From an optimization exercise on the open Yosys and OpenROAD flow, aimed at small area, a short achievable clock period and few clock cycles per item; shortcuts taken in it are not production practice. Where RTL was checked, it was by simulation tests only, not by an equivalence proof against the original. No functional check of the RTL was part of runs 1 and 3.

==> flow/design.v, too long to show whole: its modules and the start of the top module <==
// module cm_mul: 875 lines
// module cm_fa: 4 lines
// module cm_ha: 4 lines
// module cm_xor2: 3 lines
// module cm_ao22: 3 lines
// module complex_multiplier: 111 lines
module complex_multiplier
#(
    parameter INTEGER_WIDTH = 3,
    parameter FRACTIONAL_WIDTH = 13
)
(
    input  wire                                          clk,
    input  wire                                          rst_n,
    input  wire                                          input_a_tvalid,
    output wire                                          input_a_tready,
    input  wire [2*(INTEGER_WIDTH+FRACTIONAL_WIDTH)-1:0] input_a_tdata,
    input  wire                                          input_b_tvalid,
    output wire                                          input_b_tready,
    input  wire [2*(INTEGER_WIDTH+FRACTIONAL_WIDTH)-1:0] input_b_tdata,
    output reg                                           output_prod_tvalid,
    input  wire                                          output_prod_tready,
    output wire [2*(INTEGER_WIDTH+FRACTIONAL_WIDTH)-1:0] output_prod_tdata
);
  // ...
==> flow/run.sh <==
#!/bin/bash
# synth_recipe.tcl (not shown) runs the flow's synth.tcl, then flattens the netlist and writes it again
# the make line also repeats each setting of config.mk as NAME=value (left out here)
make -C /OpenROAD-flow-scripts/flow DESIGN_CONFIG=/design/flow/config.mk WORK_HOME=/design/flow/orfs CLKGATE_MAP_FILE= SYNTH_SCRIPT=/design/flow/synth_recipe.tcl finish
==> flow/config.mk <==
export PLATFORM = sky130hd
export DESIGN_NAME = complex_multiplier
export DESIGN_NICKNAME = complex_multiplier
export VERILOG_FILES = /design/flow/design.v
export SDC_FILE = /design/flow/constraint.sdc
export NUM_CORES = 4
export LEC_CHECK = 0
export CAP_MARGIN = 20
export CORE_MARGIN = 2
export CORE_UTILIZATION = 40
export SETUP_SLACK_MARGIN = 5
export SLEW_MARGIN = 20
export SYNTH_HIERARCHICAL = 1
export SYNTH_MINIMUM_KEEP_SIZE = 0
==> flow/constraint.sdc <==
create_clock -name core_clock -period 10.0 [get_ports {clk}]
set_input_delay 2.0000 -clock core_clock [delete_from_list [all_inputs] [get_ports {clk}]]
set_output_delay 2.0000 -clock core_clock [all_outputs]
set_load 0.01 [all_outputs]
==> reports/metrics.yaml, run 1 <==
status: "no timing/DRC/antenna violations"
inverters: 133
synth-seq-cells: 280
cts_max_level: 2
pre_cts_slack_ps: 5420
tightest_slew_ps: 1050
final_common_cell: "xor2_1"
areaGrowthSynthToFinish_pct: 10.1
cts-buffers-inserted: 35
hold_path_end: "v1"
seq_area_um2: 8350
diodes: 1
clock-sinks: 280
grtUsageMet2_pct: 33.0
multi_input_area_share_pct: 63.9
die_h_um: 291
drive_above_1_share_pct: 6.81
final-setup-viol-count: 0
cts_setup_buffers: 0
vias: 23300
multi_input_cells: 2243
final_cell_area_um2: 36300
well_tap_count: 1070
clk_pin_slew_ps: 60
synth_edf_count: 274
synthAdderAreaFrac_pct: 29.9
synth_fp_nets: 3429
max_freq_mhz: 213
gr-usage-all-layers_pct: 21.6
vias_per_cell: 5.85
largest_class: "multi-input gates"
clock_area_share_pct: 3.34
==> module complex_multiplier, before the edit <==
module complex_multiplier
#(
    parameter INTEGER_WIDTH = 3,
    parameter FRACTIONAL_WIDTH = 13
)
(
    input  wire                                          clk,
    input  wire                                          rst_n,
    input  wire                                          input_a_tvalid,
    output wire                                          input_a_tready,
    input  wire [2*(INTEGER_WIDTH+FRACTIONAL_WIDTH)-1:0] input_a_tdata,
    input  wire                                          input_b_tvalid,
    output wire                                          input_b_tready,
    input  wire [2*(INTEGER_WIDTH+FRACTIONAL_WIDTH)-1:0] input_b_tdata,
    output reg                                           output_prod_tvalid,
    input  wire                                          output_prod_tready,
    output wire [2*(INTEGER_WIDTH+FRACTIONAL_WIDTH)-1:0] output_prod_tdata
);
    reg         v0, v1, q1v;
    reg  [15:0] ar, ai;
    reg  [24:0] br, bi;     
    function [24:0] booth_enc;
        input [15:0] y;
        integer k;
        reg y2, y1, y0;
        begin
            for (k = 0; k < 8; k = k + 1) begin
                y2 = y[2*k+1];
                y1 = y[2*k];
                y0 = (k == 0) ? 1'b0 : y[2*k-1];
                booth_enc[k]      = y1 ^ y0;                                    
                booth_enc[8 + k]  = (y2 & ~y1 & ~y0) | (~y2 & y1 & y0);         
                booth_enc[16 + k] = y2 & ~(y1 & y0);                            
            end
            booth_enc[24] = y[15];
        end
    endfunction
    reg  [31:0] q0, q1;
    reg         wp, rp;
    wire take = output_prod_tready;                     
    wire en1  = ~v1 | ~q1v | take;                      
    wire en0  = ~v0 | en1;
    wire rdy  = ~(v0 & v1 & q1v);
    assign input_a_tready = rdy;
    assign input_b_tready = rdy;
    assign output_prod_tdata = rp ? q1 : q0;
    wire fire = input_a_tvalid & input_b_tvalid & rdy;
    wire mv1  = v1 & en1;                               
    always @(posedge clk) begin
        if (!rst_n) begin
            v0 <= 1'b0;
            v1 <= 1'b0;
            output_prod_tvalid <= 1'b0;
            q1v <= 1'b0;
            wp <= 1'b0;
            rp <= 1'b0;
        end else begin
            if (mv1) wp <= ~wp;
            if (output_prod_tvalid & take) rp <= ~rp;
            if (en0) v0 <= fire;
            if (en1) v1 <= v0;
            if (~output_prod_tvalid | take)
                output_prod_tvalid <= q1v | mv1;
            if (q1v) begin
                if (take) q1v <= mv1;
            end else begin
                q1v <= mv1 & output_prod_tvalid & ~take;
            end
        end
    end
    wire [14:0] m_a0, m_a1, m_a2, m_a3;
    wire [14:0] m_b0, m_b1, m_b2, m_b3;
    wire [3:0]  m_c, m_s;
    reg  [14:0] c_a0, c_a1, c_a2, c_a3;
    reg  [14:0] c_b0, c_b1, c_b2, c_b3;
    reg  [3:0]  c_c, c_s;
    cm_mul mul_rr1 (.x(ar), .one(br[7:0]), .two(br[15:8]), .neg(br[23:16]), .ys(br[24]), .a(m_a0), .b(m_b0), .cl(m_c[0]), .sgn(m_s[0]));
    cm_mul mul_rr2 (.x(ai), .one(bi[7:0]), .two(bi[15:8]), .neg(bi[23:16]), .ys(bi[24]), .a(m_a1), .b(m_b1), .cl(m_c[1]), .sgn(m_s[1]));
    cm_mul mul_ri1 (.x(ar), .one(bi[7:0]), .two(bi[15:8]), .neg(bi[23:16]), .ys(bi[24]), .a(m_a2), .b(m_b2), .cl(m_c[2]), .sgn(m_s[2]));
    cm_mul mul_ri2 (.x(ai), .one(br[7:0]), .two(br[15:8]), .neg(br[23:16]), .ys(br[24]), .a(m_a3), .b(m_b3), .cl(m_c[3]), .sgn(m_s[3]));
    wire [14:0] h0 = c_a0 + c_b0 + c_c[0];
    wire [14:0] h1 = c_a1 + c_b1 + c_c[1];
    wire [14:0] h2 = c_a2 + c_b2 + c_c[2];
    wire [14:0] h3 = c_a3 + c_b3 + c_c[3];
    wire [15:0] prod_real = {c_s[0], h0} - {c_s[1], h1};
    wire [15:0] prod_imag = {c_s[2], h2} + {c_s[3], h3};
    always @(posedge clk) begin
        if (en0) begin
            ar <= input_a_tdata[15:0];
            ai <= input_a_tdata[31:16];
            br <= booth_enc(input_b_tdata[15:0]);
            bi <= booth_enc(input_b_tdata[31:16]);
        end
        if (en1) begin
            c_a0 <= m_a0;
            c_a1 <= m_a1;
            c_a2 <= m_a2;
            c_a3 <= m_a3;
            c_b0 <= m_b0;
            c_b1 <= m_b1;
            c_b2 <= m_b2;
            c_b3 <= m_b3;
            c_c <= m_c;
            c_s <= m_s;
        end
        if (mv1 & ~wp)
            q0 <= {prod_imag, prod_real};
        if (mv1 & wp)
            q1 <= {prod_imag, prod_real};
    end
endmodule
==> run 2: changes to the inputs <==
--- a/flow/design.v
+++ b/flow/design.v
@@ -931,3 +931,2 @@
     reg  [31:0] q0, q1;
-    reg         wp, rp;
     wire take = output_prod_tready;                     
@@ -938,3 +937,3 @@
     assign input_b_tready = rdy;
-    assign output_prod_tdata = rp ? q1 : q0;
+    assign output_prod_tdata = q0;
     wire fire = input_a_tvalid & input_b_tvalid & rdy;
@@ -947,7 +946,3 @@
             q1v <= 1'b0;
-            wp <= 1'b0;
-            rp <= 1'b0;
         end else begin
-            if (mv1) wp <= ~wp;
-            if (output_prod_tvalid & take) rp <= ~rp;
             if (en0) v0 <= fire;
@@ -998,5 +993,5 @@
         end
-        if (mv1 & ~wp)
-            q0 <= {prod_imag, prod_real};
-        if (mv1 & wp)
+        if (~output_prod_tvalid | take)
+            q0 <= q1v ? q1 : {prod_imag, prod_real};
+        if (~q1v | take)
             q1 <= {prod_imag, prod_real};
==> run 2 against run 1 <==
Hold slack lost 31 ps. Critical path depth grew 8. Die area is 0.59% higher. Still clean on timing, DRC and antenna. Highest routed layer unchanged. Largest cell class unchanged.
==> reports/metrics.yaml, run 2 <==
port_buffers: 103  # unchanged
wl_per_cell_um: 22.0  # was 22.9 µm
final_cell_mix: "xor2_1 (531), a22o_1 (528), fa_1 (350), edfxtp_1 (274), ha_1 (228)"  # was xor2_1 (535), a22o_1 (529), fa_1 (350), edfxtp_1 (274), ha_1 (228)
drcViolationCount: 0  # unchanged
synth_mux_area_share_pct: 0.442  # was 1.12%
ios: 104  # unchanged
cp-start-kind: "flip-flop"  # unchanged
final-setup-viol-count: 0  # unchanged
cts_tree: "done"  # unchanged
drive_above_1_share_pct: 6.20  # was 6.81%
clock-sinks: 278  # was 280
cts_resized: 0  # unchanged
max-cap-violations: 0  # unchanged
final_cell_area_um2: 36400  # was 36300 µm²
start_util_pct: 40.4  # was 40.2%
relSlewSlack_pct: 33.4  # was 29.8%
grt_antenna_before_repair: 1  # unchanged
synth_cell_type_count: 65  # was 64
drv_slew: 0  # unchanged
yosys.cell_count.top_type: "xor2_1"  # unchanged
dr.pass1.iters: 7  # was 5
fin_nets: 3602  # was 3527
synth_flop_cell: "edfxtp_1"  # unchanged
hpwl_um: 64700  # was 65400 µm
insertion_delay_ps: 570  # about the same
grt_max_degree: 85  # was 80
cts.path.max_buffers: 3  # unchanged
gr-usage-all-layers_pct: 21.1  # was 21.6%
crit_fanout: 36  # was 17
grt_overflow_total: 0  # unchanged
areaGrowthSynthToFinish_pct: 9.77  # was 10.1%
crit_required_ps: 10290  # was 8000 ps
vias_per_cell: 5.84  # was 5.85
cts_setup_buffers: 0  # unchanged
synth-seq-cells: 278  # was 280
cp-end-kind: "flip-flop"  # was output pin
core_um2: 82100  # was 81800 µm²
cts_hold_buf: 0  # unchanged
grt_pass1_vias: 24200  # was 23700
rows: 105  # unchanged
vias: 23700  # was 23300
place.gp.congestion: 0.887  # was 0.919
status: "no timing/DRC/antenna violations"  # unchanged
ys_seq_area_share_pct: 25.1  # was 25.3%
setup_slack_ps: 5530  # was 5320 ps
tightest_slew_ps: 992  # was 1050 ps
pre_cts_slack_ps: 5400  # was 5420 ps
synth-compound-area-share_pct: 19.8  # was 19.2%
diodes: 0  # was 1
synth_top_family_by_area: "adder cells"  # unchanged
die_w_um: 292  # was 291 µm
grt_pass1_wl_um: 143000  # was 145000 µm
max_freq_mhz: 223  # was 213 MHz
syn-instance-count: 2864  # was 2782
ys_top_cells_by_area: "edfxtp_1 (25%), fa_1 (21%), xor2_1 (14%)"  # unchanged
synthAdderAreaFrac_pct: 29.8  # was 29.9%
fill_cells: 7582  # was 7587
dieArea_um2: 85200  # was 84700 µm²
skew_ps: 16.0  # was 31.5 ps
place_area_um2: 35200  # was 35100 µm²
yosysWarnings: 7  # unchanged
worstHoldPathType: "reg -> reg"  # unchanged
period_minus_slack_ps: 4470  # was 4680 ps
die_h_um: 292  # was 291 µm
synth-simple-area-share_pct: 5.33  # was 4.38%
path_class: "reg -> reg"  # was reg -> out
synth_fp_nets: 3511  # was 3429
cts_max_level: 2  # unchanged
hold_slack_ps: 462  # was 493 ps
cts-root-buf: "clkbuf_16"  # unchanged
drtAntennaViolNets: 0  # unchanged
met1_usage_pct: 30.3  # was 31.7%
top_usage_layer: "met2"  # unchanged
async_reset_ff_share_pct: 0  # unchanged
netlist.area_leader.share_pct: 24.8  # was 25.0%
use_met3_pct: 3.08  # was 2.91%
fin_crit_sh_pct: 44.7  # was 46.8%
final_common_cell: "xor2_1"  # unchanged
final.setup.tns_ps: 0  # unchanged
synth_area_um2: 33100  # was 32900 µm²
synthXorXnorAreaFrac_pct: 15.1  # was 15.7%
top_regs: "q0: 32 flops, q1: 32 flops"  # unchanged
drtIter0Drc: 2260  # was 1933
timing.critical_path.arrival_ps: 4770  # was 2680 ps
clk_pin_slew_ps: 60  # about the same
rsz0062_at_grt: "no"  # unchanged
synthTopCellsByCount: "xor2_1 (531), a22o_1 (528), fa_1 (350), edfxtp_1 (274), ha_1 (228)"  # was xor2_1 (535), a22o_1 (529), fa_1 (350), edfxtp_1 (274), ha_1 (228)
grtUsageMet2_pct: 33.0  # about the same
totalWireLength_um: 89200  # was 91200 µm
syn_avg_cell_area_um2: 11.6  # was 11.8 µm²
cts-buffers-inserted: 36  # was 35
synth_area_leader_cell: "edfxtp_1"  # unchanged
finalHoldViolCount: 0  # unchanged
synth_edf_count: 274  # unchanged
[run 2: cell type report]
class,count,area [µm²],share of cell area (%)
Clock buffer,40,916,2.52
Tap cell,1070,1340,3.68
Timing Repair Buffer,188,1690,4.64
Multi-Input combinational cell,2310,23300,64.2
Inverter,141,529,1.46
Clock inverter,25,254,0.698
Sequential cell,278,8310,22.8
[run 2: per-layer routing]
| layer | vias to the layer above | share of wire (%) |
|---|---|---|
| li1 | 10800 | - |
| met1 | 11900 | 46 |
| met2 | 832 | 45 |
| met3 | 133 | 6.2 |
| met4 | 2 | 2.9 |
| met5 | - | 0.011 |
[run 2: final timing paths]
kind	from	to	slack, ps	depth (start not counted)
worst max-delay path	br[17]	c_c[0]	5530	11
worst min-delay path	v0	v1	460	2
worst max register to register	br[17]	c_c[0]	5530	11
worst min register to register	v0	v1	460	2
[run 2: through the flow]
stage,util [%],cells
2_1_floorplan,-,2864
3_3_place_gp,42.8,3985
3_5_place_dp,42.8,3986
4_1_cts,44.3,4051
5_1_grt,44.3,4052
6_report,44.3,4052
[run 2: worst max-delay path, stage by stage, from the launching register on]
cell	delay, ps
edfxtp_1	320
buf_4	480
xor2_1	180
a22o_1	260
fa_1	500
fa_1	530
fa_1	540
fa_1	590
ha_1	210
a31oi_1	60
o2bb2ai_1	120
a31oi_1	390
[run 2: logic make-up after synthesis]
group                      after synthesis
AOI/OAI and AO/OA                      820
adders and majority gates              578
xor gates and xnor gates               571
and+or+nand+nor                        328
DFF                                    278
buffers and inverters                  276
muxes                                   13
[run 2: Yosys stat by module (local to each module, per instance)]
| module | cells inside | times used | cell area [µm²] | flops+latches |
|---|---|---|---|---|
| cm_mul | 97 | 4 | 693 | 0 |
| cm_ao22 | 1 | 528 | 8.76 | 0 |
| cm_ha | 1 | 72 | 12.5 | 0 |
| cm_xor2 | 1 | 504 | 8.76 | 0 |
| complex_multiplier | 1032 | 1 | 13600 | 278 |
| cm_fa | 1 | 340 | 20.0 | 0 |
Testbench counts of run 2, summed over its fixed seeds: cycles 12,024, items 12,000.
==> run 3: changes to the inputs <==
--- a/flow/design.v
+++ b/flow/design.v
@@ -968,6 +968,10 @@
     cm_mul mul_ri2 (.x(ai), .one(br[7:0]), .two(br[15:8]), .neg(br[23:16]), .ys(br[24]), .a(m_a3), .b(m_b3), .cl(m_c[3]), .sgn(m_s[3]));
-    wire [14:0] h0 = c_a0 + c_b0 + c_c[0];
-    wire [14:0] h1 = c_a1 + c_b1 + c_c[1];
-    wire [14:0] h2 = c_a2 + c_b2 + c_c[2];
-    wire [14:0] h3 = c_a3 + c_b3 + c_c[3];
+    wire [15:0] u0 = {c_a0, 1'b1} + {c_b0, c_c[0]};
+    wire [14:0] h0 = u0[15:1];    
+    wire [15:0] u1 = {c_a1, 1'b1} + {c_b1, c_c[1]};
+    wire [14:0] h1 = u1[15:1];    
+    wire [15:0] u2 = {c_a2, 1'b1} + {c_b2, c_c[2]};
+    wire [14:0] h2 = u2[15:1];    
+    wire [15:0] u3 = {c_a3, 1'b1} + {c_b3, c_c[3]};
+    wire [14:0] h3 = u3[15:1];    
     wire [15:0] prod_real = {c_s[0], h0} - {c_s[1], h1};
==> run 3 against run 2 <==
Cell count decreased by 0.47%. Sequential cell count is the same. Setup slack worse by 24 ps. Non-clock buffer count grew 1. Count of clock-buffer cells in the layout grew 1.
==> reports/metrics.yaml, run 3 <==
status: "no timing/DRC/antenna violations"  # unchanged
synth_cell_type_count: 69  # was 65
yosysWarnings: 7  # unchanged
ys_seq_area_share_pct: 25.1  # unchanged
crit_buf_inv: 1  # unchanged
synthTopCellsByCount: "xor2_1 (538), a22o_1 (528), fa_1 (346), edfxtp_1 (274), ha_1 (232)"  # was xor2_1 (531), a22o_1 (528), fa_1 (350), edfxtp_1 (274), ha_1 (228)
worstHoldStart: "v0"  # unchanged
drive_above_1_share_pct: 6.32  # was 6.20%
relSlewSlack_pct: 31.3  # was 33.4%
ys_top_cells_by_area: "edfxtp_1 (25%), fa_1 (21%), xor2_1 (14%)"  # unchanged
final_cell_mix: "xor2_1 (538), a22o_1 (528), fa_1 (346), edfxtp_1 (274), ha_1 (232)"  # was xor2_1 (531), a22o_1 (528), fa_1 (350), edfxtp_1 (274), ha_1 (228)
cp-start-kind: "flip-flop"  # unchanged
drtAntennaViolNets: 0  # unchanged
grt_pass1_vias: 24200  # about the same
synth_area_um2: 33100  # unchanged
cp_top_family: "adder cells"  # unchanged
hpwl_um: 66600  # was 64700 µm
final-setup-viol-count: 0  # unchanged
vias_per_cell: 5.91  # was 5.84
clock-sinks: 278  # unchanged
netlist.area_leader.share_pct: 24.8  # unchanged
multi_input_area_um2: 23400  # was 23300 µm²
tightest_slew_ps: 1030  # was 992 ps
path_class: "reg -> reg"  # unchanged
cp-end-kind: "flip-flop"  # unchanged
syn_avg_cell_area_um2: 11.6  # about the same
final_common_cell: "xor2_1"  # unchanged
grt_antenna_before_repair: 3  # was 1
max_freq_mhz: 222  # was 223 MHz
synth_flop_cell: "edfxtp_1"  # unchanged
cts_tree: "done"  # unchanged
crit_required_ps: 10320  # was 10290 ps
synth-seq-cells: 278  # unchanged
die_h_um: 292  # unchanged
grt_overflow_total: 0  # unchanged
finalHoldViolCount: 0  # unchanged
cts_setup_buffers: 0  # unchanged
gr-usage-all-layers_pct: 21.8  # was 21.1%
seq_area_um2: 8310  # unchanged
max-cap-violations: 0  # unchanged
cts.path.max_buffers: 3  # unchanged
synth_fp_nets: 3493  # was 3511
finish.utilization_pct: 44.4  # was 44.3%
wl_per_cell_um: 23.0  # was 22.0 µm
syn-instance-count: 2846  # was 2864
synth_edf_count: 274  # unchanged
vias: 23800  # was 23700
areaGrowthSynthToFinish_pct: 9.98  # was 9.77%
dr.pass1.iters: 5  # was 7
final.setup.tns_ps: 0  # unchanged
rows: 105  # unchanged
port_buffers: 103  # unchanged
startpoint: "ar[12]"  # was br[17]
skew_ps: 30.8  # was 16.0 ps
clk_pin_slew_ps: 60  # about the same
drtIter0Drc: 2015  # was 2260
cts_hold_buf: 0  # unchanged
async_reset_ff_share_pct: 0  # unchanged
top_regs: "q0: 32 flops, q1: 32 flops"  # unchanged
cts-buffers-inserted: 37  # was 36
worstHoldPathType: "reg -> reg"  # unchanged
drv_slew: 0  # unchanged
grt_pass1_wl_um: 146000  # was 143000 µm
setup_slack_ps: 5500  # was 5530 ps
grt_max_degree: 73  # was 85
period_minus_slack_ps: 4500  # was 4470 ps
r2r_start: "ar[12]"  # was br[17]
dieArea_um2: 85200  # unchanged
slowest_delay_ps: 720  # was 590 ps
synth_area_leader_cell: "edfxtp_1"  # unchanged
die_w_um: 292  # unchanged
core_um2: 82100  # unchanged
timing.critical_path.arrival_ps: 4820  # was 4770 ps
rsz0062_at_grt: "no"  # unchanged
fin_crit_sh_pct: 45.0  # was 44.7%
ios: 104  # unchanged
start_util_pct: 40.4  # unchanged
drcViolationCount: 0  # unchanged
timing.critical_path.slowest_stage_cell: "edfxtp_1"  # was fa_1
crit_top_cell: "fa_1"  # unchanged
crit_fanout: 10  # was 36
cp_cell_sequence: "buf_4, xor2_1, a22o_1, fa_1, fa_1, fa_1, fa_1, ha_1, a31oi_1, o2bb2ai_1, a31oi_1"  # unchanged
cts_resized: 0  # unchanged
totalWireLength_um: 92600  # was 89200 µm
cts-root-buf: "clkbuf_16"  # unchanged
pre_cts_slack_ps: 5350  # was 5400 ps
place.gp.congestion: 0.920  # was 0.887
cts_max_level: 2  # unchanged
fin_nets: 3579  # was 3602
yosys.cell_count.top_type: "xor2_1"  # unchanged
insertion_delay_ps: 590  # was 570 ps
fill_cells: 7551  # was 7582
-- run 3: cells by family after synthesis --
kind of cell,after synthesis,synth area share [%]
buffers and inverters,269,4.43
and+or+nand+nor,278,4.52
adders and majority gates,578,29.7
DFF,278,25.1
xor gates and xnor gates,591,15.6
AOI/OAI and AO/OA,830,19.9
muxes,22,0.751
-- run 3: layout make-up --
class	instances	share of cell area [%]
clock buffer	41	2.58
inverter	127	1.31
timing repair buffer	189	4.62
multi-input combinational	2299	64.1
sequential	278	22.8
clock inverter	27	0.896
tap	1070	3.67
antenna	2	0.0137
-- run 3: tightest hold or removal path, cell delays in order (launching register included) --
cell	delay [ps]
dfxtp_1	310
inv_1	50
a21boi_0	70
-- run 3: final timing paths --
path / endpoint / slack, ps / depth (start not counted)
hold reg to reg: v1 / 480 / 2
hold / removal: v1 / 480 / 2
setup / recovery: c_c[2] / 5500 / 11
setup reg to reg: c_c[2] / 5500 / 11
-- run 3: per-module statistics from Yosys, one instance, submodules excluded --
| module | cells | area [µm²] | copies in the design |
|---|---|---|---|
| cm_ao22 | 1 | 8.76 | 528 |
| cm_fa | 1 | 20.0 | 340 |
| cm_ha | 1 | 12.5 | 72 |
| cm_mul | 97 | 693 | 4 |
| cm_xor2 | 1 | 8.76 | 504 |
| complex_multiplier | 1014 | 13600 | 1 |
-- run 3: per-layer routing --
layer	GRT usage, %	share of wire [%]	vias up
met2	32.3	43	963
met1	31.8	46	12000
met3	4.15	7.2	142
met5	0.681	0.087	-
li1	-	-	10700
met4	7.10	3.1	4
-- run 3: per-stage QoR --
step / hold WS, ps / cell area [µm²] / std cells
final: 478 / 36400 / 4033
after floorplan: 435 / 33100 / 2846
after detailed placement: 484 / 35200 / 3963
after CTS: 491 / 36400 / 4031
after global routing: 526 / 36400 / 4033
after global placement: 453 / 35200 / 3962
==> run 4: changes to the inputs <==
--- a/flow/design.v
+++ b/flow/design.v
@@ -932,3 +932,3 @@
     wire take = output_prod_tready;                     
-    wire en1  = ~v1 | ~q1v | take;                      
+    wire en1  = ~v1 | ~q1v;                             
     wire en0  = ~v0 | en1;
==> run 4 against run 3 <==
Still clean. Setup slack better by 40 ps. Sequential share of layout area increased by 0.097 points. Maximum frequency grew 0.89%. Via count down 0.94%. Synthesized area shrank 0.25%.
==> reports/metrics.yaml, run 4 <==
vias: 23600  # was 23800
grt_pass1_wl_um: 144000  # was 146000 µm
place.gp.congestion: 0.877  # was 0.920
port_buffers: 103  # unchanged
synthTopCellsByCount: "xor2_1 (534), a22o_1 (528), fa_1 (346), edfxtp_1 (274), ha_1 (232)"  # was xor2_1 (538), a22o_1 (528), fa_1 (346), edfxtp_1 (274), ha_1 (232)
status: "no timing/DRC/antenna violations"  # unchanged
die_h_um: 291  # was 292 µm
fill_cells: 7654  # was 7551
crit_fanout: 10  # unchanged
hpwl_um: 65500  # was 66600 µm
cts_max_level: 2  # unchanged
cts_resized: 0  # unchanged
synth_edf_count: 274  # unchanged
cp-end-kind: "flip-flop"  # unchanged
cts-root-buf: "clkbuf_16"  # unchanged
drive_above_1_share_pct: 6.01  # was 6.32%
gr-usage-all-layers_pct: 21.5  # was 21.8%
grt_max_degree: 80  # was 73
ff2ff_setup_slack_ps: 5540  # was 5500 ps
final_common_cell: "xor2_1"  # unchanged
areaGrowthSynthToFinish_pct: 9.79  # was 9.98%
timing.critical_path.arrival_ps: 4780  # was 4820 ps
diodes: 0  # was 2
period_minus_slack_ps: 4460  # was 4500 ps
start_util_pct: 40.3  # was 40.4%
seq_area_um2: 8310  # unchanged
drtAntennaViolNets: 0  # unchanged
fin_crit_sh_pct: 44.6  # was 45.0%
grt_pass1_vias: 23900  # was 24200
netlist.area_leader.share_pct: 24.9  # was 24.8%
synth-simple-area-share_pct: 4.91  # was 4.52%
ys_top_cells_by_area: "edfxtp_1 (25%), fa_1 (21%), xor2_1 (14%)"  # unchanged
crit_buf_inv: 1  # unchanged
final-setup-viol-count: 0  # unchanged
synth_area_leader_cell: "edfxtp_1"  # unchanged
slowest_delay_ps: 780  # was 720 ps
cts-buffers-inserted: 37  # unchanged
yosysWarnings: 7  # unchanged
clock-sinks: 278  # unchanged
ios: 104  # unchanged
dr.pass1.iters: 6  # was 5
synth-seq-cells: 278  # unchanged
max_freq_mhz: 224  # was 222 MHz
tightest_slew_ps: 1040  # was 1030 ps
crit_top_cell: "fa_1"  # unchanged
max-cap-violations: 0  # unchanged
drv_slew: 0  # unchanged
synthXorXnorAreaFrac_pct: 15.7  # was 15.6%
timing.critical_path.slowest_stage_cell: "edfxtp_1"  # unchanged
syn-instance-count: 2846  # unchanged
grt_overflow_total: 0  # unchanged
synth_flop_cell: "edfxtp_1"  # unchanged
final_cell_area_um2: 36300  # was 36400 µm²
finish.utilization_pct: 44.3  # was 44.4%
grt_antenna_before_repair: 0  # was 3
skew_ps: 44.7  # was 30.8 ps
setup_slack_ps: 5540  # was 5500 ps
rsz0062_at_grt: "no"  # unchanged
crit_required_ps: 10320  # about the same
totalWireLength_um: 91200  # was 92600 µm
worstHoldStart: "q1[18]"  # was v0
syn_avg_cell_area_um2: 11.6  # about the same
die_w_um: 291  # was 292 µm
drtIter0Drc: 1779  # was 2015
synthAdderAreaFrac_pct: 29.7  # about the same
async_reset_ff_share_pct: 0  # unchanged
cts_tree: "done"  # unchanged
cts_hold_buf: 0  # unchanged
synth-compound-area-share_pct: 19.4  # was 19.9%
wl_per_cell_um: 22.6  # was 23.0 µm
path_class: "reg -> reg"  # unchanged
ys_seq_area_share_pct: 25.1  # about the same
worstHoldPathType: "reg -> reg"  # unchanged
insertion_delay_ps: 590  # about the same
r2r_end: "c_c[0]"  # was c_c[2]
top_regs: "q0: 32 flops, q1: 32 flops"  # unchanged
synth_mux_area_share_pct: 0.780  # was 0.751%
cp-start-kind: "flip-flop"  # unchanged
relSlewSlack_pct: 30.5  # was 31.3%
yosys.cell_count.top_type: "xor2_1"  # unchanged
cts.path.max_buffers: 3  # unchanged
synth_cell_type_count: 59  # was 69
clk_pin_slew_ps: 60  # about the same
drcViolationCount: 0  # unchanged
pre_cts_slack_ps: 5560  # was 5350 ps
multi_input_area_um2: 23300  # was 23400 µm²
fin_nets: 3582  # was 3579
dieArea_um2: 84900  # was 85200 µm²
final.setup.tns_ps: 0  # unchanged
place_area_um2: 35100  # was 35200 µm²
hold_path_end: "q0[18]"  # was v1
vias_per_cell: 5.86  # was 5.91
synth_area_um2: 33100  # about the same
cp_cell_sequence: "buf_4, xor2_1, a22o_1, fa_1, fa_1, fa_1, fa_1, ha_1, a31oi_1, o2bb2ai_1, a31oi_1"  # unchanged
core_um2: 82000  # was 82100 µm²
r2r_cells: 11  # unchanged
synth_fp_nets: 3493  # unchanged
cts_setup_buffers: 0  # unchanged
synth_top_family_by_area: "adder cells"  # unchanged
finalHoldViolCount: 0  # unchanged
final_cell_mix: "xor2_1 (534), a22o_1 (528), fa_1 (346), edfxtp_1 (274), ha_1 (232)"  # was xor2_1 (538), a22o_1 (528), fa_1 (346), edfxtp_1 (274), ha_1 (232)
hold_path_depth: 2  # unchanged
r2r_start: "ar[12]"  # unchanged
rows: 105  # unchanged
cp_top_family: "adder cells"  # unchanged
run 4: area by class of cell:
cell class	count	area share [%]
multi-input cells	2301	64.2
clock inverters	25	0.655
repair buffers	188	4.62
flip-flops and latches	278	22.9
clock buffers	40	2.58
inverters	129	1.33
well taps	1070	3.69
run 4: cell families after synthesis:
kind of cell / count (synthesis)
AO/OA/AOI/OAI: 805
XOR/XNOR: 591
adder cells (fa/ha/maj): 578
AND/OR/NAND/NOR: 304
flip-flops: 278
buffers and inverters: 267
multiplexers: 23
run 4: per-layer routing:
metal / share of wire (%) / wire length [µm] / vias up / GRT usage, %
li1: - / - / 10700 / -
met1: 46 / 42000 / 11800 / 30.9
met2: 44 / 40100 / 903 / 33.1
met3: 6.8 / 6210 / 168 / 3.63
met4: 3.2 / 2960 / 0 / 6.63
met5: 0 / 0 / - / 0
run 4: worst max path at each step:
stage	slack, ps	start	cells after the start	to
after floorplan	5490	br[16]	11	c_c[0]
after global placement	5350	ar[8]	11	c_c[0]
after detailed placement	5560	ai[10]	12	c_c[1]
after CTS	5570	ai[10]	12	c_c[1]
after global routing	5400	ai[10]	11	c_c[1]
final	5540	ar[12]	11	c_c[0]
run 4: through the flow:
step / hold slack, ps / cells
finish: 513 / 4031
global route: 541 / 4031
CTS: 517 / 4031
detailed placement: 503 / 3966
global placement: 502 / 3965
floorplan: 480 / 2846
run 4: worst reg2reg max path: cells and delay by family, from the launching register on:
family          cells  cell delay [ps]
fa+ha+maj           5             2310
flops               1              780
compound gates      4              590
buf+inv             1              360
xor+xnor            1              130
run 4: modules after synthesis (local to each module, per instance):
module / flip-flops and latches / times used / area (µm²) / cells inside
cm_ha: 0 / 72 / 12.5 / 1
cm_ao22: 0 / 528 / 8.76 / 1
cm_xor2: 0 / 504 / 8.76 / 1
cm_fa: 0 / 340 / 20.0 / 1
cm_mul: 0 / 4 / 693 / 97
complex_multiplier: 278 / 1 / 13500 / 1014
Testbench counts of run 4, summed over its fixed seeds: cycles 12,024, items 12,000.
==> run 5: changes to the inputs <==
==> flow/flow/run.sh (new file) <==
#!/bin/bash
# The standard layout (standard.sh), with the port buffers made as sky130_fd_sc_hd__buf_2
# cells instead of buffer_ports' default, and timing repair aiming at 5 ns of setup slack.
set -euo pipefail
export BUFFER_PORTS_ARGS="-buffer_cell sky130_fd_sc_hd__buf_2"
export SETUP_SLACK_MARGIN=5
bash standard.sh > standard.log 2>&1
==> flow/standard.sh (new file) <==
#!/bin/bash
# synth_recipe.tcl (not shown) runs the flow's synth.tcl, then flattens the netlist and writes it again
# the make line also repeats each setting of config.mk as NAME=value (left out here)
make -C /OpenROAD-flow-scripts/flow DESIGN_CONFIG=/design/flow/config.mk WORK_HOME=/design/flow/orfs CLKGATE_MAP_FILE= SYNTH_SCRIPT=/design/flow/synth_recipe.tcl "${@:-finish}"
--- a/flow/config.mk
+++ b/flow/config.mk
@@ -10,3 +10,2 @@
 export CORE_UTILIZATION = 40
-export SETUP_SLACK_MARGIN = 5
 export SLEW_MARGIN = 20
removed: flow/run.sh
==> run 5 against run 4 <==
Sequential share of layout area up 0.33 points. Sequential cell count unchanged. Clock skew up 5.9 ps. Wire length down 0.86%. Hold slack better by 3.1 ps. First-iteration DRC count up 8.9%. Still clean on timing, DRC and antenna. Via count up 0.14%. Cell area down 1.4%. Maximum frequency down 0.42%. Die area unchanged.
==> reports/metrics.yaml, run 5 <==
status: "no timing/DRC/antenna violations"  # unchanged
rsz0062_at_grt: "no"  # unchanged
syn-instance-count: 2846  # unchanged
syn_avg_cell_area_um2: 11.6  # unchanged
vias_per_cell: 5.86  # about the same
wl_per_cell_um: 22.4  # was 22.6 µm
netlist.area_leader.share_pct: 24.9  # unchanged
cts_max_level: 2  # unchanged
cts_setup_buffers: 0  # unchanged
vias: 23600  # about the same
grt_pass1_vias: 24000  # was 23900
crit_top_cell: "fa_1"  # unchanged
port_buffers: 103  # unchanged
synth_area_leader_cell: "edfxtp_1"  # unchanged
worstHoldPathType: "reg -> reg"  # unchanged
drtAntennaViolNets: 0  # unchanged
dr.pass1.iters: 5  # was 6
dieArea_um2: 84900  # unchanged
dpl.cell_count: 3967  # was 3966
fin_crit_sh_pct: 44.8  # was 44.6%
timing.critical_path.slowest_stage_cell: "edfxtp_1"  # unchanged
final_common_cell: "xor2_1"  # unchanged
synth_edf_count: 274  # unchanged
areaGrowthSynthToFinish_pct: 8.25  # was 9.79%
cts_tree: "done"  # unchanged
gr-usage-all-layers_pct: 21.4  # was 21.5%
fin_nets: 3582  # unchanged
synth_cell_type_count: 59  # unchanged
drtIter0Drc: 1938  # was 1779
synthTopCellsByCount: "xor2_1 (534), a22o_1 (528), fa_1 (346), edfxtp_1 (274), ha_1 (232)"  # unchanged
cp-start-kind: "flip-flop"  # unchanged
cts_resized: 0  # unchanged
cts.path.max_buffers: 3  # unchanged
slowest_delay_ps: 770  # was 780 ps
ys_top_cells_by_area: "edfxtp_1 (25%), fa_1 (21%), xor2_1 (14%)"  # unchanged
drv_slew: 0  # unchanged
final_cell_mix: "xor2_1 (534), a22o_1 (528), fa_1 (346), edfxtp_1 (274), ha_1 (232)"  # unchanged
grt_pass1_wl_um: 144000  # about the same
async_reset_ff_share_pct: 0  # unchanged
diodes: 0  # unchanged
max-cap-violations: 0  # unchanged
crit_required_ps: 10300  # was 10320 ps
cp-end-kind: "flip-flop"  # unchanged
die_w_um: 291  # unchanged
clk_pin_slew_ps: 70  # was 60 ps
grt_antenna_before_repair: 2  # was 0
timing.critical_path.arrival_ps: 4780  # about the same
rows: 105  # unchanged
start_util_pct: 40.3  # unchanged
drive_above_1_share_pct: 9.52  # was 6.01%
ys_seq_area_share_pct: 25.1  # unchanged
yosys.cell_count.top_type: "xor2_1"  # unchanged
grt_max_degree: 77  # was 80
place.gp.congestion: 0.882  # was 0.877
yosysWarnings: 7  # unchanged
tightest_slew_ps: 984  # was 1040 ps
synth_flop_cell: "edfxtp_1"  # unchanged
cts-root-buf: "clkbuf_16"  # unchanged
cp_cell_sequence: "buf_4, xor2_1, a22o_1, fa_1, fa_1, fa_1, fa_1, ha_1, a31oi_1, o2bb2ai_1, a31oi_1"  # unchanged
final_cells: 4032  # was 4031
ios: 104  # unchanged
top_regs: "q0: 32 flops, q1: 32 flops"  # unchanged
insertion_delay_ps: 590  # about the same
grt_overflow_total: 0  # unchanged
cts_hold_buf: 0  # unchanged
synth-seq-cells: 278  # unchanged
crit_fanout: 10  # unchanged
final.setup.tns_ps: 0  # unchanged
ff2ff_setup_slack_ps: 5520  # was 5540 ps
relSlewSlack_pct: 34.0  # was 30.5%
fill_cells: 7716  # was 7654
cts-buffers-inserted: 36  # was 37
die_h_um: 291  # unchanged
max_freq_mhz: 223  # was 224 MHz
core_um2: 82000  # unchanged
finalHoldViolCount: 0  # unchanged
synth_area_um2: 33100  # unchanged
synth_fp_nets: 3493  # unchanged
drcViolationCount: 0  # unchanged
totalWireLength_um: 90400  # was 91200 µm
final-setup-viol-count: 0  # unchanged
period_minus_slack_ps: 4480  # was 4460 ps
skew_ps: 50.7  # was 44.7 ps
clock-sinks: 278  # unchanged
path_class: "reg -> reg"  # unchanged
hpwl_um: 65500  # about the same
==> run 5: final timing paths <==
check / from / end / cells after the start
worst max-delay path: ar[12] / c_c[0] / 11
worst min-delay path: q1[20] / q0[20] / 2
worst max register to register: ar[12] / c_c[0] / 11
worst min register to register: q1[20] / q0[20] / 2
==> run 5: metal layers <==
metal / routed length [µm] / global-route usage, % / vias up
li1: - / - / 10700
met1: 41500 / 31.0 / 11800
met2: 38600 / 31.6 / 901
met3: 6320 / 3.53 / 184
met4: 3970 / 8.95 / 4
met5: 17 / 0 / -
==> run 5: cells by family after synthesis <==
family	Yosys count	synth area share, %
DFF	278	25.1
buffers and inverters	267	4.41
and+or+nand+nor	304	4.91
AOI/OAI and AO/OA	805	19.4
xor gates and xnor gates	591	15.7
muxes	23	0.780
adders and majority gates	578	29.7
==> run 5: final cells by class <==
cell class	count	area [µm²]	area share (%)
Tap cell	1070	1340	3.74
Timing Repair Buffer	189	1200	3.36
Clock buffer	41	920	2.57
Clock inverter	24	220	0.615
Multi-Input combinational cell	2301	23300	65.1
Inverter	129	484	1.35
Sequential cell	278	8310	23.2
==> run 5: critical path: cells and delay by family, from the launching register on <==
kind	cells	cell delay, ps
adder cells (fa/ha/maj)	5	2320
XOR/XNOR	1	120
flip-flops	1	770
buffers and inverters	1	340
AO/OA/AOI/OAI	4	620
==> run 5: through the flow <==
stage / hold slack (ps) / worst slack (ps) / cell area [µm²] / util (%)
CTS: 511 / 5560 / 35800 / 43.6
global placement: 501 / 5400 / 34600 / 42.2
finish: 516 / 5520 / 35800 / 43.6
detailed placement: 503 / 5610 / 34600 / 42.3
global route: 534 / 5390 / 35800 / 43.6
floorplan: 480 / 5490 / 33100 / -
==> run 5: modules after synthesis (local to each module, per instance) <==
module	flops+latches	copies in the design	area, µm²	cells
cm_ao22	0	528	8.76	1
cm_fa	0	340	20.0	1
cm_ha	0	72	12.5	1
cm_mul	0	4	693	97
cm_xor2	0	504	8.76	1
complex_multiplier	278	1	13500	1014
==> run 6: changes to the inputs <==
==> flow/flow/run.sh (replaced) <==
#!/bin/bash
# The standard layout (standard.sh), with the port buffers made as sky130_fd_sc_hd__buf_2
# cells instead of buffer_ports' default, and timing repair aiming at 6.3 ns of setup slack.
set -euo pipefail
export BUFFER_PORTS_ARGS="-buffer_cell sky130_fd_sc_hd__buf_2"
export SETUP_SLACK_MARGIN=6.3
bash standard.sh > standard.log 2>&1
==> run 6 against run 5 <==
Maximum frequency increased by 15%. Sequential cell count is the same. Still clean. Cell area grew 6.5%. Global-route usage rose by 0.69 points. Critical endpoint is now q0[13]. Setup slack better by 570 ps. Register-to-register slack gained 570 ps. Synthesized area stayed put.
==> reports/metrics.yaml, run 6 <==
start_util_pct: 40.3  # unchanged
yosysWarnings: 7  # unchanged
crit_fanout: 4  # was 10
rows: 105  # unchanged
place.gp.congestion: 0.853  # was 0.882
final_cell_mix: "a22o_1 (528), xor2_1 (518), fa_1 (275), edfxtp_1 (274), ha_1 (202)"  # was xor2_1 (534), a22o_1 (528), fa_1 (346), edfxtp_1 (274), ha_1 (232)
async_reset_ff_share_pct: 0  # unchanged
ys_seq_area_share_pct: 25.1  # unchanged
hpwl_um: 65900  # was 65500 µm
rsz0062_at_grt: "yes"  # was no
skew_ps: 46.3  # was 50.7 ps
crit_buf_inv: 0  # was 1
synth_area_leader_cell: "edfxtp_1"  # unchanged
hold_slack_ps: 510  # was 516 ps
gr-usage-all-layers_pct: 22.1  # was 21.4%
cts_hold_buf: 0  # unchanged
status: "no timing/DRC/antenna violations"  # unchanged
dr.pass1.iters: 6  # was 5
vias: 24300  # was 23600
max-cap-violations: 0  # unchanged
ios: 104  # unchanged
synth_flop_cell: "edfxtp_1"  # unchanged
cts_tree: "done"  # unchanged
crit_required_ps: 10260  # was 10300 ps
cts-buffers-inserted: 36  # unchanged
grt_overflow_total: 0  # unchanged
synth_area_um2: 33100  # unchanged
final.setup.tns_ps: 0  # unchanged
netlist.area_leader.share_pct: 24.9  # unchanged
top_regs: "q0: 32 flops, q1: 32 flops"  # unchanged
dieArea_um2: 84900  # unchanged
timing.critical_path.arrival_ps: 4170  # was 4780 ps
relSlewSlack_pct: 31.6  # was 34.0%
synthTopCellsByCount: "xor2_1 (534), a22o_1 (528), fa_1 (346), edfxtp_1 (274), ha_1 (232)"  # unchanged
die_w_um: 291  # unchanged
port_buffers: 103  # unchanged
synth_edf_count: 274  # unchanged
die_h_um: 291  # unchanged
max_freq_mhz: 256  # was 223 MHz
fin_crit_sh_pct: 39.1  # was 44.8%
synth_fp_nets: 3493  # unchanged
final-setup-viol-count: 0  # unchanged
ys_top_cells_by_area: "edfxtp_1 (25%), fa_1 (21%), xor2_1 (14%)"  # unchanged
wl_per_cell_um: 23.0  # was 22.4 µm
grt_pass1_vias: 24700  # was 24000
diodes: 0  # unchanged
grt_antenna_before_repair: 3  # was 2
cts.path.max_buffers: 3  # unchanged
cp-start-kind: "flip-flop"  # unchanged
core_um2: 82000  # unchanged
drtAntennaViolNets: 0  # unchanged
clock-sinks: 278  # unchanged
areaGrowthSynthToFinish_pct: 15.2  # was 8.25%
grt_max_degree: 75  # was 77
synth-seq-cells: 278  # unchanged
syn-instance-count: 2846  # unchanged
clk_pin_slew_ps: 80  # was 70 ps
worstHoldPathType: "reg -> reg"  # unchanged
finalHoldViolCount: 0  # unchanged
cp_cell_sequence: "fa_2, a21o_1, a311oi_2, o211ai_1, a31oi_1, o21bai_1, xnor2_1, ha_2, nand4_1, o21ai_1, or4b_1, mux2i_1, a311oi_1"  # was buf_4, xor2_1, a22o_1, fa_1, fa_1, fa_1, fa_1, ha_1, a31oi_1, o2bb2ai_1, a31oi_1
drive_above_1_share_pct: 19.2  # was 9.52%
drtIter0Drc: 1838  # was 1938
totalWireLength_um: 94800  # was 90400 µm
slowest_delay_ps: 490  # was 770 ps
final_common_cell: "a22o_1"  # was xor2_1
drcViolationCount: 0  # unchanged
syn_avg_cell_area_um2: 11.6  # unchanged
cp_top_family: "compound AO/OA/AOI/OAI gates"  # was adder cells
timing.critical_path.slowest_stage_cell: "edfxtp_1"  # unchanged
synth_cell_type_count: 59  # unchanged
grt_pass1_wl_um: 148000  # was 144000 µm
vias_per_cell: 5.88  # was 5.86
yosys.cell_count.top_type: "xor2_1"  # unchanged
path_class: "reg -> reg"  # unchanged
cts_max_level: 2  # unchanged
tightest_slew_ps: 1020  # was 984 ps
insertion_delay_ps: 590  # about the same
cp-end-kind: "flip-flop"  # unchanged
period_minus_slack_ps: 3910  # was 4480 ps
fin_nets: 3676  # was 3582
cts-root-buf: "clkbuf_16"  # unchanged
drv_slew: 0  # unchanged
-- run 6: worst paths after layout --
| path | from | end | slack (ps) | depth (start not counted) |
|---|---|---|---|---|
| min | q1[22] | q0[22] | 510 | 2 |
| min reg2reg | q1[22] | q0[22] | 510 | 2 |
| max reg2reg | c_c[1] | q0[13] | 6090 | 13 |
| max | c_c[1] | q0[13] | 6090 | 13 |
-- run 6: worst reg2reg max path, delay by kind of cell (launching register included) --
family | cells | cell delay (ps)
AOI/OAI and AO/OA | 7 | 1170
xor gates and xnor gates | 1 | 290
adders and majority gates | 2 | 790
DFF | 1 | 490
muxes | 1 | 140
and+or+nand+nor | 2 | 710
-- run 6: cell type report --
cell class              count  area, µm²
clock inverters            23        249
flip-flops and latches    278       8310
multi-input cells        2301      24500
well taps                1070       1340
repair buffers            283       2270
inverters                 129        484
clock buffers              42        945
fillers                  7555      43900
-- run 6: repair_timing --
| item | CTS | global route |
|---|---|---|
| hold endpoints to repair | 0 | 0 |
| setup endpoints to repair | 61 | 33 |
| buffers inserted | 63 | 27 |
| resized for setup | 111 | 125 |
| pin swaps | 48 | 74 |
| gates cloned | 6 | 1 |
-- run 6: kinds of logic (layout without fill, tap and decap cells) --
family                   count (synthesis)  in the layout  synth area share (%)
XOR/XNOR                               591            591                  15.7
AND/OR/NAND/NOR                        304            304                  4.91
AO/OA/AOI/OAI                          805            805                  19.4
buffers and inverters                  267            477                  4.41
adder cells (fa/ha/maj)                578            578                  29.7
flip-flops                             278            278                  25.1
multiplexers                            23             23                 0.780
-- run 6: per-stage QoR --
stage	std cells	util, %	instance area, µm²	worst slack [ps]
2_1_floorplan	2846	-	33300	5630
3_3_place_gp	3963	42.4	34800	5530
3_5_place_dp	3964	42.4	34800	5510
4_1_cts	4098	45.3	37100	6130
5_1_grt	4126	46.5	38100	5910
6_report	4126	46.5	38100	6090
-- run 6: per-module statistics from Yosys, one instance, submodules excluded --
module | times used | cells inside | cell area, µm²
cm_fa | 340 | 1 | 20.0
cm_ao22 | 528 | 1 | 8.76
cm_xor2 | 504 | 1 | 8.76
cm_mul | 4 | 97 | 693
cm_ha | 72 | 1 | 12.5
complex_multiplier | 1 | 1014 | 13500
-- run 6: routing by layer --
metal	global-route usage (%)	vias up	wire, µm
met5	0	-	13
met4	6.53	2	2980
met3	3.86	173	5940
met2	34.2	857	42300
met1	31.6	12300	43500
li1	-	10900	-
==> run 7: changes to the inputs <==
==> flow/flow/run.sh (replaced) <==
#!/bin/bash
# The standard layout (standard.sh), with the port buffers made as sky130_fd_sc_hd__buf_2
# cells instead of buffer_ports' default, and timing repair aiming at 6.8 ns of setup slack.
set -euo pipefail
export BUFFER_PORTS_ARGS="-buffer_cell sky130_fd_sc_hd__buf_2"
export SETUP_SLACK_MARGIN=6.8
bash standard.sh > standard.log 2>&1
==> run 7 against run 6 <==
Critical endpoint is now c_c[1]. Clock skew down 25 ps. Still clean. Non-clock buffer count up 62. Synthesized cell count unchanged. Sequential cell count unchanged. Global-route usage up 0.63 points. Wire length up 1.9%.
==> reports/metrics.yaml, run 7 <==
top_regs: "q0: 32 flops, q1: 32 flops"  # unchanged
cts.path.max_buffers: 3  # unchanged
ios: 104  # unchanged
slowest_delay_ps: 580  # was 490 ps
synth-compound-area-share_pct: 19.4  # unchanged
rsz0062_at_grt: "yes"  # unchanged
timing.critical_path.slowest_stage_cell: "fa_1"  # was edfxtp_1
final_common_cell: "a22o_1"  # unchanged
synth_mux_area_share_pct: 0.780  # unchanged
totalWireLength_um: 96600  # was 94800 µm
path_class: "reg -> reg"  # unchanged
multi_input_area_um2: 25600  # was 24500 µm²
diodes: 0  # unchanged
fin_crit_sh_pct: 38.6  # was 39.1%
cp-start-kind: "flip-flop"  # unchanged
hpwl_um: 66100  # was 65900 µm
finalHoldViolCount: 0  # unchanged
wl_met1_um: 43800  # was 43500 µm
grt_pass1_wl_um: 153000  # was 148000 µm
clock-sinks: 278  # unchanged
synthAdderAreaFrac_pct: 29.7  # unchanged
hold_slack_ps: 509  # was 510 ps
crit_required_ps: 10310  # was 10260 ps
synthTopCellsByCount: "xor2_1 (534), a22o_1 (528), fa_1 (346), edfxtp_1 (274), ha_1 (232)"  # unchanged
syn_avg_cell_area_um2: 11.6  # unchanged
drv_slew: 0  # unchanged
top_layer: "met4"  # was met5
areaGrowthSynthToFinish_pct: 20.8  # was 15.2%
seq_area_um2: 8320  # was 8310 µm²
timing.critical_path.arrival_ps: 4170  # about the same
finish.utilization_pct: 48.7  # was 46.5%
synth-seq-cells: 278  # unchanged
synth_cell_type_count: 59  # unchanged
synth_flop_cell: "edfxtp_1"  # unchanged
cp_top_family: "adder cells"  # was compound AO/OA/AOI/OAI gates
grt_overflow_total: 0  # unchanged
rows: 105  # unchanged
wl_met2_um: 42700  # was 42300 µm
max_freq_mhz: 259  # was 256 MHz
drtIter0Drc: 1983  # was 1838
final-setup-viol-count: 0  # unchanged
vias: 24600  # was 24300
relSlewSlack_pct: 43.1  # was 31.6%
final.setup.tns_ps: 0  # unchanged
dr.pass1.iters: 5  # was 6
synth_edf_count: 274  # unchanged
status: "no timing/DRC/antenna violations"  # unchanged
crit_top_cell: "fa_1"
synth_fp_nets: 3493  # unchanged
drive_above_1_share_pct: 26.4  # was 19.2%
start_util_pct: 40.3  # unchanged
cts_tree: "done"  # unchanged
core_um2: 82000  # unchanged
synthXorXnorAreaFrac_pct: 15.7  # unchanged
cp_cell_sequence: "buf_12, xor2_2, a22o_1, fa_1, fa_1, fa_1, fa_2, ha_2, a31oi_1, o2bb2ai_1, a31oi_1"  # was fa_2, a21o_1, a311oi_2, o211ai_1, a31oi_1, o21bai_1, xnor2_1, ha_2, nand4_1, o21ai_1, or4b_1, mux2i_1, a311oi_1
final_cell_mix: "a22o_1 (528), xor2_1 (481), edfxtp_1 (274), fa_1 (200), ha_1 (193)"  # was a22o_1 (528), xor2_1 (518), fa_1 (275), edfxtp_1 (274), ha_1 (202)
ys_seq_area_share_pct: 25.1  # unchanged
grt_pass1_vias: 25400  # was 24700
vias_per_cell: 5.87  # was 5.88
fill_cells: 7374  # was 7555
yosys.cell_count.top_type: "xor2_1"  # unchanged
synth_area_leader_cell: "edfxtp_1"  # unchanged
yosysWarnings: 7  # unchanged
place.gp.congestion: 0.884  # was 0.853
synth-simple-area-share_pct: 4.91  # unchanged
dieArea_um2: 84900  # unchanged
grt_antenna_before_repair: 0  # was 3
ys_top_cells_by_area: "edfxtp_1 (25%), fa_1 (21%), xor2_1 (14%)"  # unchanged
wl_per_cell_um: 23.1  # was 23.0 µm
cts_max_level: 2  # unchanged
period_minus_slack_ps: 3860  # was 3910 ps
skew_ps: 21.0  # was 46.3 ps
insertion_delay_ps: 560  # was 590 ps
netlist.area_leader.share_pct: 24.9  # unchanged
syn-instance-count: 2846  # unchanged
met3_length_um: 6040  # was 5940 µm
die_h_um: 291  # unchanged
synth_top_family_by_area: "adder cells"  # unchanged
die_w_um: 291  # unchanged
fin_nets: 3738  # was 3676
tightest_slew_ps: 853  # was 1020 ps
async_reset_ff_share_pct: 0  # unchanged
drtAntennaViolNets: 0  # unchanged
clk_pin_slew_ps: 60  # was 80 ps
synth_area_um2: 33100  # unchanged
drcViolationCount: 0  # unchanged
worstHoldPathType: "reg -> reg"  # unchanged
cts-buffers-inserted: 36  # unchanged
grt_max_degree: 66  # was 75
crit_buf_inv: 1  # was 0
crit_fanout: 7  # was 4
port_buffers: 103  # unchanged
gr-usage-all-layers_pct: 22.7  # was 22.1%
cp-end-kind: "flip-flop"  # unchanged
max-cap-violations: 0  # unchanged
cts-root-buf: "clkbuf_16"  # unchanged
==> run 7: per-module statistics from Yosys, one instance, submodules excluded <==
module / flops+latches / copies in the design / cells inside
complex_multiplier: 278 / 1 / 1014
cm_mul: 0 / 4 / 97
cm_fa: 0 / 340 / 1
cm_ha: 0 / 72 / 1
cm_ao22: 0 / 528 / 1
cm_xor2: 0 / 504 / 1
==> run 7: repair_timing <==
item | CTS | global route
pin swaps | 172 | 127
gates resized for setup | 344 | 124
buffers inserted | 118 | 33
hold buffers | 0 | 0
gates cloned | 10 | 0
setup endpoints to repair | 136 | 127
==> run 7: cells by family (layout without fill, tap and decap cells) <==
family                     Yosys count  in the layout
DFF                                278            278
buffers and inverters              267            539
xor gates and xnor gates           591            591
muxes                               23             23
AOI/OAI and AO/OA                  805            805
adders and majority gates          578            578
and+or+nand+nor                    304            304
==> run 7: stage by stage <==
stage / setup WS [ps] / area (µm²) / instances
after floorplan: 5630 / 33600 / 2846
after global placement: 5590 / 34900 / 3960
after detailed placement: 5550 / 35000 / 3962
after CTS: 6180 / 39000 / 4155
after global routing: 5990 / 39900 / 4188
final: 6140 / 39900 / 4188
==> run 7: path summary, 6_finish.rpt <==
| check | startpoint | endpoint | slack (ps) | cells after the start |
|---|---|---|---|---|
| max | bi[18] | c_c[1] | 6140 | 11 |
| min | q1[18] | q0[18] | 510 | 2 |
| max reg2reg | bi[18] | c_c[1] | 6140 | 11 |
| min reg2reg | q1[18] | q0[18] | 510 | 2 |
==> run 7: area by class of cell <==
class                      count  area share, %
multi-input combinational   2301           64.0
clock buffer                  42           2.37
sequential                   278           20.8
timing repair buffer         345           7.62
clock inverter                23          0.595
inverter                     129           1.21
tap                         1070           3.35
==> run 7: worst reg2reg max path, stage by stage (launching register included) <==
cell and delay (ps):
edfxtp_1 430, buf_12 180, xor2_2 180, a22o_1 240, fa_1 580, fa_1 440, fa_1 520, fa_2 450
ha_2 210, a31oi_1 170, o2bb2ai_1 140, a31oi_1 60
==> run 7: metal layers <==
metal,global-route usage [%],vias up
met1,32.2,12400
met2,35.0,949
met4,8.34,0
met3,3.60,196
li1,-,11000
met5,0,-
==> run 8: changes to the inputs <==
==> flow/flow/run.sh (replaced) <==
#!/bin/bash
# The standard layout (standard.sh), with the port buffers made as sky130_fd_sc_hd__buf_2
# cells instead of buffer_ports' default, and timing repair aiming at 5.8 ns of setup slack.
set -euo pipefail
export BUFFER_PORTS_ARGS="-buffer_cell sky130_fd_sc_hd__buf_2"
export SETUP_SLACK_MARGIN=5.8
bash standard.sh > standard.log 2>&1
==> run 8 against run 7 <==
Still clean on timing, DRC and antenna. Sequential share of layout area rose by 2.2 points. Maximum frequency decreased by 5.2%. Register-to-register slack lost 210 ps. Setup slack lost 210 ps. Non-clock buffer count down 150. Clock skew grew 7.5 ps. Die area did not move. Cell area fell by 9.6%. Critical path type unchanged.
==> reports/metrics.yaml, run 8 <==
dr.pass1.iters: 5  # unchanged
totalWireLength_um: 90700  # was 96600 µm
r2r_end: "c_c[1]"  # unchanged
grt_max_degree: 56  # was 66
drive_above_1_share_pct: 10.6  # was 26.4%
cts-buffers-inserted: 38  # was 36
syn-instance-count: 2846  # unchanged
hold_path_depth: 2  # unchanged
max-cap-violations: 0  # unchanged
dpl.cell_count: 3965  # was 3962
skew_ps: 28.5  # was 21.0 ps
areaGrowthSynthToFinish_pct: 9.21  # was 20.8%
status: "no timing/DRC/antenna violations"  # unchanged
synth_edf_count: 274  # unchanged
vias_per_cell: 5.82  # was 5.87
top_regs: "q0: 32 flops, q1: 32 flops"  # unchanged
max_freq_mhz: 245  # was 259 MHz
diodes: 0  # unchanged
final_common_cell: "xor2_1"  # was a22o_1
drtIter0Drc: 1833  # was 1983
core_um2: 82000  # unchanged
gr-usage-all-layers_pct: 21.5  # was 22.7%
final_cells: 4040  # was 4188
ff2ff_setup_slack_ps: 5930  # was 6140 ps
crit_fanout: 36  # was 7
rows: 105  # unchanged
grt_antenna_before_repair: 3  # was 0
grt_overflow_total: 0  # unchanged
syn_avg_cell_area_um2: 11.6  # unchanged
async_reset_ff_share_pct: 0  # unchanged
cts_hold_buf: 0  # unchanged
hpwl_um: 65500  # was 66100 µm
ys_seq_area_share_pct: 25.1  # unchanged
crit_top_cell: "fa_1"  # unchanged
ys_top_cells_by_area: "edfxtp_1 (25%), fa_1 (21%), xor2_1 (14%)"  # unchanged
cts.path.max_buffers: 3  # unchanged
place.gp.congestion: 0.869  # was 0.884
synth_fp_nets: 3493  # unchanged
yosysWarnings: 7  # unchanged
path_class: "reg -> reg"  # unchanged
worstHoldPathType: "reg -> reg"  # unchanged
die_w_um: 291  # unchanged
dieArea_um2: 84900  # unchanged
synth_cell_type_count: 59  # unchanged
timing.critical_path.arrival_ps: 4360  # was 4170 ps
relSlewSlack_pct: 31.1  # was 43.1%
insertion_delay_ps: 570  # was 560 ps
fin_crit_sh_pct: 40.7  # was 38.6%
drv_slew: 0  # unchanged
start_util_pct: 40.3  # unchanged
final.setup.tns_ps: 0  # unchanged
cts_max_level: 2  # unchanged
synth_area_leader_cell: "edfxtp_1"  # unchanged
cts_tree: "done"  # unchanged
slowest_delay_ps: 560  # was 580 ps
ios: 104  # unchanged
drtAntennaViolNets: 0  # unchanged
vias: 23500  # was 24600
hold_path_end: "q0[22]"  # was q0[18]
fin_nets: 3590  # was 3738
cts-root-buf: "clkbuf_16"  # unchanged
cp-start-kind: "flip-flop"  # unchanged
grt_pass1_vias: 24000  # was 25400
final-setup-viol-count: 0  # unchanged
port_buffers: 103  # unchanged
finalHoldViolCount: 0  # unchanged
cp-end-kind: "flip-flop"  # unchanged
finish.utilization_pct: 44.0  # was 48.7%
die_h_um: 291  # unchanged
clk_pin_slew_ps: 60  # about the same
synth_area_um2: 33100  # unchanged
rsz0062_at_grt: "yes"  # unchanged
cp_cell_sequence: "buf_12, xor2_1, a22o_1, fa_1, fa_1, fa_1, fa_1, ha_2, a211oi_1, a31oi_2"  # was buf_12, xor2_2, a22o_1, fa_1, fa_1, fa_1, fa_2, ha_2, a31oi_1, o2bb2ai_1, a31oi_1
grt_pass1_wl_um: 144000  # was 153000 µm
r2r_cells: 10  # was 11
clock-sinks: 278  # unchanged
drcViolationCount: 0  # unchanged
period_minus_slack_ps: 4070  # was 3860 ps
synthTopCellsByCount: "xor2_1 (534), a22o_1 (528), fa_1 (346), edfxtp_1 (274), ha_1 (232)"  # unchanged
tightest_slew_ps: 1030  # was 853 ps
worstHoldStart: "q1[22]"  # was q1[18]
synth-seq-cells: 278  # unchanged
synth_flop_cell: "edfxtp_1"  # unchanged
wl_per_cell_um: 22.5  # was 23.1 µm
final_cell_mix: "xor2_1 (534), a22o_1 (528), fa_1 (346), edfxtp_1 (274), ha_1 (222)"  # was a22o_1 (528), xor2_1 (481), edfxtp_1 (274), fa_1 (200), ha_1 (193)
r2r_start: "bi[18]"  # unchanged
netlist.area_leader.share_pct: 24.9  # unchanged
timing.critical_path.slowest_stage_cell: "fa_1"  # unchanged
yosys.cell_count.top_type: "xor2_1"  # unchanged
crit_required_ps: 10280  # was 10310 ps
## run 8: final cells by class
class	instances	area, µm²
Clock inverter	26	300
Clock buffer	41	962
Sequential cell	278	8310
Inverter	129	484
Multi-Input combinational cell	2301	23400
Timing Repair Buffer	195	1260
Tap cell	1070	1340
Fill cell	7710	45900
## run 8: critical path: cells and delay by family, from the launching register on
family                     cells  cell delay, ps
adders and majority gates      5            2200
AOI/OAI and AO/OA              3             770
DFF                            1             410
buffers and inverters          1             210
xor gates and xnor gates       1             180
## run 8: per-stage QoR
stage          hold slack (ps)  instance area [µm²]  setup WS (ps)
2_1_floorplan              480                33100           5630
3_3_place_gp               498                34600           5630
3_5_place_dp               506                34600           5550
4_1_cts                    518                35900           5900
5_1_grt                    542                36100           5760
6_report                   519                36100           5930
## run 8: Yosys stat by module (local to each module, per instance)
module	cells	area (µm²)
cm_xor2	1	8.76
cm_ao22	1	8.76
cm_ha	1	12.5
cm_mul	97	693
cm_fa	1	20.0
complex_multiplier	1014	13500
## run 8: metal layers
layer	GRT usage [%]	part of all wire, %
met1	30.9	46
met2	32.5	43
met3	3.57	6.8
met4	7.74	3.6
met5	0	0.020
## run 8: worst max-delay path by stage
| stage | startpoint | endpoint | slack [ps] | cells after the start |
|---|---|---|---|---|
| 2_1_floorplan | br[18] | c_c[0] | 5630 | 10 |
| 3_3_place_gp | ar[10] | c_c[2] | 5630 | 10 |
| 3_5_place_dp | ar[10] | c_c[2] | 5550 | 10 |
| 4_1_cts | c_a1[0] | q0[14] | 5900 | 13 |
| 5_1_grt | c_a2[0] | q0[31] | 5760 | 15 |
| 6_report | bi[18] | c_c[1] | 5930 | 10 |
## run 8: cells by family (layout without fill, tap and decap cells)
| group | count (synthesis) | after routing | share of synthesized area, % |
|---|---|---|---|
| AO/OA/AOI/OAI | 805 | 805 | 19.4 |
| XOR/XNOR | 591 | 591 | 15.7 |
| adder cells (fa/ha/maj) | 578 | 578 | 29.7 |
| buffers and inverters | 267 | 391 | 4.41 |
| flip-flops | 278 | 278 | 25.1 |
| multiplexers | 23 | 23 | 0.780 |
| AND/OR/NAND/NOR | 304 | 304 | 4.91 |
## run 8: what timing repair did
action                     4_1_cts  5_1_grt
setup endpoints to repair        4       11
gates cloned                     0        0
pin swaps                        0        9
resized for setup                5       34
buffers inserted                 5        3

==> static timing again, ports no longer ideal <==
How much do the figures lean on ideal ports? The routed layouts below were timed once more, with nothing changed but the port constraints.
Step 1 (the two cells are an assumption about what drives the block):
set clk [get_ports {clk}]
set_driving_cell -lib_cell sky130_fd_sc_hd__clkbuf_16 $clk
set_driving_cell -lib_cell sky130_fd_sc_hd__buf_2 [delete_from_list [all_inputs] $clk]
Step 2 times the ports against the registers' clock, not the clock port: input delays grow and output delays shrink by t, the midpoint of the rising clock arrivals with the driver on.
Slacks: no drivers / after step 1 / after step 2; pairs: no drivers / after step 1.
run	t (ns)	setup WS [ns]	hold WS [ns]	worst data-port slew with drivers (ns)	pins driven straight from the clock port
run 1	0.616	5.316 / 5.253 / 5.399	0.493 / 0.493 / 0.493	0.05	1
run 2	0.621	5.525 / 5.525 / 5.525	0.462 / 0.462 / 0.462	0.05	1
run 3	0.641	5.501 / 5.501 / 5.343	0.478 / 0.478 / 0.478	0.05	1
run 4	0.635	5.540 / 5.540 / 5.540	0.513 / 0.513 / 0.513	0.04	1
run 5	0.625	5.522 / 5.522 / 5.522	0.516 / 0.516 / 0.516	0.04	1
run 6	0.625	6.093 / 6.093 / 6.093	0.510 / 0.510 / 0.510	0.04	1
run 7	0.617	6.138 / 6.138 / 6.138	0.509 / 0.509 / 0.509	0.05	1
run 8	0.619	5.925 / 5.925 / 5.925	0.519 / 0.519 / 0.519	0.04	1
After both steps setup and hold are still met in every run listed. The setup slack of run 3, which loses most, moves by 0.000 ns with the drivers and by -0.158 ns with both steps.
